Context: an optimization exercise on an open-source flow, tuned for small area, a short achievable clock period and few clock cycles. The choices shown serve that exercise and are no tape-out recipe. Only the layout flow was run in this run; the RTL was not checked for function there. Power figures rest on the tool's default switching activity, not on a simulated workload.

$ cat design.v
`timescale 1ns / 1ps
module ns_mem(clk, we, wa, wd, ra, rd, fa, fd);
    input         clk;
    input         we;
    input  [4:0]  wa;
    input  [15:0] wd;
    input  [15:0] ra;
    output [15:0] rd;
    input  [15:0] fa;
    output [15:0] fd;
    reg [15:0] mem [0:31];
    always @(posedge clk)
        if (we) mem[wa] <= wd;
    assign rd = mem[ra[4:0]];
    assign fd = (fa[15:5] == 11'd0) ? mem[fa[4:0]] : 16'd0;
endmodule
`timescale 1ns / 1ps
module ns_fmul(a, b, p);
    input  [15:0] a;
    input  [15:0] b;
    output [15:0] p;
    wire [21:0] m = {1'b1, a[9:0]} * {1'b1, b[9:0]};
    wire [4:0]  e = a[14:10] + b[14:10] - 5'd15 + {4'd0, m[21]};
    wire [9:0]  f = m[21] ? m[20:11] : m[19:10];
    wire        z = (a[14:0] == 15'd0) | (b[14:0] == 15'd0);
    assign p = z ? 16'd0 : {a[15] ^ b[15], e, f};
endmodule
`timescale 1ns / 1ps
module ns_fadd(a, b, s);
    input  [15:0] a;
    input  [15:0] b;
    output [15:0] s;
    wire        swap = b[14:10] > a[14:10];
    wire [4:0]  eL   = swap ? b[14:10] : a[14:10];
    wire [4:0]  diff = swap ? (b[14:10] - a[14:10]) : (a[14:10] - b[14:10]);
    wire [10:0] mA   = {a[14:0] != 15'd0, a[9:0]};
    wire [10:0] mB   = {b[14:0] != 15'd0, b[9:0]};
    wire [10:0] mL   = swap ? mB : mA;
    wire [10:0] mS   = swap ? mA : mB;
    wire        sL   = swap ? b[15] : a[15];
    wire        sS   = swap ? a[15] : b[15];
    wire [12:0] mSs  = {2'b00, mS} >> diff;
    wire [12:0] vL   = sL ? -{2'b00, mL} : {2'b00, mL};
    wire [12:0] vS   = sS ? -mSs : mSs;
    wire [12:0] sum  = vL + vS;
    wire        sign = sum[12];
    wire [11:0] mag  = sign ? -sum[11:0] : sum[11:0];
    reg  [3:0]  sh;
    always @* begin
        casez (mag[10:0])
            11'b1??????????: sh = 4'd0;
            11'b01?????????: sh = 4'd1;
            11'b001????????: sh = 4'd2;
            11'b0001???????: sh = 4'd3;
            11'b00001??????: sh = 4'd4;
            11'b000001?????: sh = 4'd5;
            11'b0000001????: sh = 4'd6;
            11'b00000001???: sh = 4'd7;
            11'b000000001??: sh = 4'd8;
            11'b0000000001?: sh = 4'd9;
            default:         sh = 4'd10;
        endcase
    end
    wire [10:0] shl  = mag[10:0] << sh;
    wire        zero = mag == 12'd0;
    wire [9:0]  f    = mag[11] ? mag[10:1] : shl[9:0];
    wire [4:0]  e    = mag[11] ? eL + 5'd1 : eL - {1'b0, sh};
    assign s = zero ? 16'd0 : {sign, e, f};
endmodule
`timescale 1ns / 1ps
module ns_act(sel, v, r);
    input  [1:0]  sel;
    input  [15:0] v;
    output reg [15:0] r;
    always @* begin
        case (sel)
            2'd0: r = v;
            2'd1: r = v[15] ? 16'h0000 : 16'h3c00;
            2'd2: r = v[15] ? 16'h0000 : v;
            default: r = (v[14:10] >= 5'd15) ? {v[15], 15'h3c00} : v;
        endcase
    end
endmodule
`timescale 1ns / 1ps
module TheNeuroSpider(Address, CacheSelect, clk, rst, InputData, StartOperation,
                      WE, OutputData, ReadyForNextOp);
    input  [15:0] Address;
    input  [1:0]  CacheSelect;
    input         clk;
    input         rst;
    input  [15:0] InputData;
    input         StartOperation;
    input         WE;
    output [15:0] OutputData;
    output        ReadyForNextOp;
    reg        busy;
    reg [15:0] r_off, r_ioff, r_woff, r_n, r_dest;
    reg [1:0]  r_act;
    reg [15:0] ia, wa;       
    reg [15:0] cnt;          
    reg        v1, v2;       
    reg [15:0] xr, wr;       
    reg [15:0] pr;           
    reg [15:0] acc;
    reg [18:0] ph;
    reg [15:0] ph_dest;
    wire aLow = Address[15:5] == 11'd0;
    wire uwe  = WE & ~busy;
    wire go   = ~busy & StartOperation & ~rst;
    wire more = cnt != 16'd0;
    wire fin  = busy & ~v1 & ~v2 & ~more;
    wire wr_off  = uwe & (Address == 16'h8000);
    wire wr_ioff = uwe & (Address == 16'h8001);
    wire wr_woff = uwe & (Address == 16'h8002);
    wire wr_n    = uwe & (Address == 16'h8003);
    wire wr_dest = uwe & (Address == 16'h8004);
    wire wr_act  = uwe & (Address == 16'h8005);
    wire [15:0] resv;
    wire [15:0] L_rd, I_rd, W_rd, L_fd, I_fd, W_fd;
    wire [15:0] la = I_fd + r_off;
    wire        resWE = fin & (r_dest[15:5] == 11'd0);
    wire        hit   = go & (ph == 19'd2);
    wire        phWE  = hit & (ph_dest[15:5] == 11'd0);
    wire [15:0] ph_val = (r_act == 2'd1) ? 16'h3c00 : 16'h0000;
    wire        weL = (uwe & aLow & (CacheSelect == 2'b00)) | resWE | phWE;
    wire        weI = uwe & aLow & (CacheSelect == 2'b01);
    wire        weW = uwe & aLow & CacheSelect[1];
    ns_mem memL(.clk(clk), .we(weL),
                .wa(busy ? r_dest[4:0] : hit ? ph_dest[4:0] : Address[4:0]),
                .wd(busy ? resv : hit ? ph_val : InputData), .ra(Address), .rd(L_rd), .fa(la), .fd(L_fd));
    ns_mem memI(.clk(clk), .we(weI), .wa(Address[4:0]), .wd(InputData),
                .ra(Address), .rd(I_rd), .fa(ia), .fd(I_fd));
    ns_mem memW(.clk(clk), .we(weW), .wa(Address[4:0]), .wd(InputData),
                .ra(Address), .rd(W_rd), .fa(wa), .fd(W_fd));
    reg [15:0] rdata;
    always @* begin
        case (Address)
            16'h8000: rdata = r_off;
            16'h8001: rdata = r_ioff;
            16'h8002: rdata = r_woff;
            16'h8003: rdata = r_n;
            16'h8004: rdata = r_dest;
            16'h8005: rdata = {14'd0, r_act};
            default:  rdata = ~aLow ? 16'd0 :
                              CacheSelect[1] ? W_rd : CacheSelect[0] ? I_rd : L_rd;
        endcase
    end
    assign OutputData = rdata;
    assign ReadyForNextOp = ~busy;
    wire [15:0] ioff_nx = wr_ioff ? InputData : r_ioff;
    wire [15:0] woff_nx = wr_woff ? InputData : r_woff;
    always @(posedge clk) begin
        if (rst) begin
            busy <= 1'b0;
            r_off <= 16'd0; r_ioff <= 16'd0; r_woff <= 16'd0;
            r_n <= 16'd0; r_dest <= 16'd0; r_act <= 2'd0;
        end else begin
            if (wr_off)  r_off  <= InputData;
            r_ioff <= ioff_nx;
            r_woff <= woff_nx;
            if (wr_n)    r_n    <= InputData;
            if (wr_dest) r_dest <= InputData;
            if (wr_act)  r_act  <= InputData[1:0];
            if (go) busy <= 1'b1;
            else if (fin) busy <= 1'b0;
        end
    end
    wire fetch = go ? (r_n != 16'd0) & ~hit : (busy & more);
    wire [15:0] prod, sum;
    ns_fmul mul(.a(xr), .b(wr), .p(prod));
    ns_fadd add(.a(pr), .b(acc), .s(sum));
    ns_act  act(.sel(r_act), .v(acc), .r(resv));
    always @(posedge clk) begin
        if (rst) begin
            v1 <= 1'b0; v2 <= 1'b0; cnt <= 16'd0;
            ia <= 16'd0; wa <= 16'd0;
        end else begin
            if (fetch) begin
                ia <= ia + 16'd1;
                wa <= wa + 16'd1;
            end else if (~busy | fin) begin
                ia <= ioff_nx;
                wa <= woff_nx;
            end
            if (go)
                cnt <= (r_n == 16'd0 | hit) ? r_n : r_n - 16'd1;
            else if (busy & more)
                cnt <= cnt - 16'd1;
            v1 <= fetch;
            v2 <= busy & v1;
        end
    end
    always @(posedge clk) begin
        if (rst) begin
            ph <= (r_n == 16'd0) ? 19'd3 : {1'b0, r_n, 2'b00} + {3'b000, r_n} + 19'd9;
            ph_dest <= r_dest;
        end else if (go)
            ph <= 19'd0;
        else if (ph != 19'd0)
            ph <= ph - 19'd1;
    end
    always @(posedge clk) begin
        if (fetch) begin
            xr <= L_fd;
            wr <= W_fd;
        end
        pr <= prod;
        if (go) acc <= 16'd0;
        else if (v2) acc <= sum;
    end
endmodule
$ cat run.sh
#!/bin/bash
# synth_recipe.tcl (not shown) runs the flow's synth.tcl, then flattens the netlist and writes it again
# the make line also repeats each setting of config.mk as NAME=value (left out here)
make -C /OpenROAD-flow-scripts/flow DESIGN_CONFIG=/design/flow/config.mk WORK_HOME=/design/flow/orfs CLKGATE_MAP_FILE= SYNTH_SCRIPT=/design/flow/synth_recipe.tcl finish
$ cat config.mk
export PLATFORM = sky130hd
export DESIGN_NAME = TheNeuroSpider
export DESIGN_NICKNAME = TheNeuroSpider
export VERILOG_FILES = /design/flow/design.v
export SDC_FILE = /design/flow/constraint.sdc
export NUM_CORES = 4
export LEC_CHECK = 0
export CAP_MARGIN = 20
export CORE_MARGIN = 2
export CORE_UTILIZATION = 40
export SLEW_MARGIN = 20
$ cat constraint.sdc
create_clock -name core_clock -period 10.0 [get_ports {clk}]
set_input_delay 2.0000 -clock core_clock [delete_from_list [all_inputs] [get_ports {clk}]]
set_output_delay 2.0000 -clock core_clock [all_outputs]
set_load 0.01 [all_outputs]
==> flow_summary.yaml <==
pwr:
  p_leak_nw: 32.5
  cellPowerDensity_nw_per_um2: 257
  ir_drop_mv: 0.356
  design_power_total_mw: 26.0
timing:
  report.final.hold_viol_count: 0
  setup_repair_after_global_routing_missed_its_margin: "false"
  fmaxAchievable_ghz: 0.108
  finalHoldWorstSlack_ns: 0.475
  skew_final_ns: 0.0533
  tightestPinTransition_ns: 1.15
  timing.final.max_slew_violations: 0
  setup_viol: 0
  max_slew_margin_pct: 22.8
  finalSetupTns_ns: 0
  final_worst_path_period_need_ns: 9.22
  timing.final.crit_share_pct: 92.2
finish:
  postLayoutCoreUtil_pct: 45.1
  design.final.nets: 5742
  area_delta_synth_final_pct: 12.1
  leading_cell_types_in_the_layout_fill_and_taps_excluded: "sky130_fd_sc_hd__edfxtp_1 (1603), sky130_fd_sc_hd__mux4_2 (982), sky130_fd_sc_hd__nand2_1 (292)"
  final_common_cell: "sky130_fd_sc_hd__edfxtp_1"
  drive_above_1_share_pct: 29.2
clock_network:
  htreeDepth: 4
  worst_skew_pair.late_latency_ns: 0.87
  cts_hold_buffers: 0
  cts-root-buf: "sky130_fd_sc_hd__clkbuf_16"
  post_cts.resized_instances: 0
  cts_tree: "done"
  numCtsBuffers: 189
  cts.reportedPaths.clkPinSlew_ns: 0.06
  clkSinkCount: 1773
  number_of_buffers_inserted_to_repair_setup_after_cts: 0
  clock_tree.buffer_depth: 3
critical_path:
  timing.critical_path.from_type: "flip-flop"
  worst_ep_arrival_time_ns: 9.95
  worst_path_max_delay_cell: "sky130_fd_sc_hd__ha_1"
  worst-endpoint-required_ns: 10.73
  critical_path_class: "flip-flop to flip-flop"
  crit_top_cell: "sky130_fd_sc_hd__a21oi_1"
  timing.critical_path.to_type: "flip-flop"
  timing.critical_path.slowest_cell_delay_ns: 0.55
  crit_fanout: 12
grt:
  gr-usage-all-layers_pct: 23.4
  grt_start_max_net_pins: 83
  grt_antenna_before_repair: 19
  first_global_vias: 54000
  total_grt_overflow: 0
  grt_pass1_wl_mm: 388
drt:
  dr_vias: 53500
  avgViaCountPerCell: 6.19
  routed_wire_length_per_instance_um: 31.2
  drt_pass_1_iters: 9
  ant_nets: 0
  drt_drc_violations_left: 0
  initialDrtViolationCount: 6803
  drt-total-wl_mm: 269
yosys:
  synth.net_count: 5663
  ys_warn_count: 4
  synthesis.area_per_instance_um2: 16.8
  post_synthesis_instance_area_um2: 90500
  synth-seq-area-share_pct: 57.0
  synth-seq-cells: 1773
  postSynth.topFlopCell: "sky130_fd_sc_hd__edfxtp_1"
  netlist-cell-type-count: 96
  ys_async_sr_fraction_pct: 0
  synthesis.instances: 5396
  number_of_synthesized_flops_with_an_enable_pin: 1603
floorplanning:
  die_width_um: 480
  dieHeight_um: 480
  initial_utilization_pct: 40.2
  fp.coreArea_um2: 225000
  pin_count: 55
  placement_rows: 174
  die_area_um2: 230000
place:
  port_buffers: 54
  place_hpwl_mm: 171
  gpl.final_weighted_congestion: 0.935
status:
  outcome: "no timing/DRC/antenna violations"
run:
  cap_violations: 0
worst_hold_path:
  hp-class: "flip-flop to flip-flop"
flip-flops by register name, summed over array words and instances, names as in the netlist, 19 cells and up, named ones only:
name      count
memL.mem    512
memW.mem    512
memI.mem    512
ph           19
Yosys cell counts (16+ instances only):
cell                       number  area [µm²]
sky130_fd_sc_hd__nor2b_1       23         144
sky130_fd_sc_hd__nand2b_1      21         131
sky130_fd_sc_hd__nand2_1      292        1100
sky130_fd_sc_hd__o21ai_0      112         561
sky130_fd_sc_hd__buf_1         86         323
sky130_fd_sc_hd__clkbuf_1     250         938
sky130_fd_sc_hd__a211oi_1      21         158
sky130_fd_sc_hd__nor3_1        60         300
sky130_fd_sc_hd__o211ai_1      30         225
sky130_fd_sc_hd__xnor2_1       82         718
sky130_fd_sc_hd__and2_1        71         444
sky130_fd_sc_hd__o32ai_1       22         193
sky130_fd_sc_hd__fa_1          85        1700
sky130_fd_sc_hd__ha_1         144        1800
sky130_fd_sc_hd__a21oi_1      181         906
sky130_fd_sc_hd__a22oi_1       26         195
sky130_fd_sc_hd__edfxtp_1    1603       48100
sky130_fd_sc_hd__a21o_1        16         120
sky130_fd_sc_hd__dfxtp_1      170        3400
sky130_fd_sc_hd__o22ai_1       29         181
sky130_fd_sc_hd__nor2_1       335        1260
sky130_fd_sc_hd__o21bai_1      19         143
sky130_fd_sc_hd__xor2_1        35         307
sky130_fd_sc_hd__mux4_2       982       22100
sky130_fd_sc_hd__nand3_1       47         235
sky130_fd_sc_hd__mux2i_1      145        1450
sky130_fd_sc_hd__nor4_1        42         263
sky130_fd_sc_hd__and3_1        29         181
sky130_fd_sc_hd__inv_1        206         773
final timing paths:
path / startpoint / end / slack, ns / depth (start not counted)
worst max register to register: acc[12] / acc[14] / 0.78 / 34
worst min register to register: v1 / v2 / 0.48 / 1
worst min-delay path: v1 / v2 / 0.48 / 1
worst max-delay path: acc[12] / acc[14] / 0.78 / 34
where the power goes:
part	internal (mW)	switching, mW
Combinational	4.20	6.38
Sequential	8.32	0.225
Clock	3.92	3.00
cells by family (layout without fill, tap and decap cells):
group                      count (synthesis)  in the layout  share of synthesized area, %
xor gates and xnor gates                 122            122                          1.22
muxes                                   1140           1140                          26.2
and+or+nand+nor                          994            994                          5.12
buffers and inverters                    557            797                          2.38
AOI/OAI and AO/OA                        581            581                          4.21
DFF                                     1773           1773                          57.0
adders and majority gates                229            229                          3.87
other                                      0              7                             0
stage by stage:
stage          instances  instance area (µm²)  worst slack (ns)
2_1_floorplan       5396                90500              1.78
3_3_place_gp        8274                95300             0.737
3_5_place_dp        8275                95300             0.649
4_1_cts             8627               101000             0.585
5_1_grt             8629               101000            0.0769
6_report            8635               101000             0.779
critical path: cells and delay by family (launching register included):
kind,cells,cell delay (ns)
AO/OA/AOI/OAI,13,3.38
AND/OR/NAND/NOR,8,1.80
adder cells (fa/ha/maj),4,1.33
flip-flops,1,0.46
buffers and inverters,1,0.08
multiplexers,2,0.67
XOR/XNOR,6,1.40
metal layers:
layer / part of all wire [%] / track usage [%] / vias up
met1: 40 / 32.2 / 28300
met5: 0.013 / 0 / -
met2: 47 / 37.0 / 2450
li1: - / - / 22200
met3: 8.6 / 4.12 / 464
met4: 4.3 / 9.30 / 6
final cells by class:
cell class,count,area [µm²]
fill,19100,123000
sequential,1773,51600
multi-input combinational,3066,37200
clock buffer,241,5060
tap,2992,3740
timing repair buffer,238,2050
clock inverter,111,987
inverter,207,777
antenna,7,17.5

re-timing with driven ports:
In the flow no input, the clock included, has a driving cell. The finished layout below was timed again as built, in two steps. Step 1: set_driving_cell puts a clkbuf_16 on clk and a buf_2 on each other input, an assumption about the parent block. Step 2 also shifts input and output timing later by t, the mid clock arrival at the registers, as if the neighbouring blocks saw the same clock. Slacks: ideal / step 1 / step 2; pairs: ideal / step 1.
t, ns: 0.923
setup WS [ns]: 0.779 / 0.779 / 0.779
slew at the worst register clock pin (ns): 0.07 / 0.07
After both steps this run still meets setup and hold. The setup slack of this run moves by 0.000 ns with the drivers and by 0.000 ns with both steps.
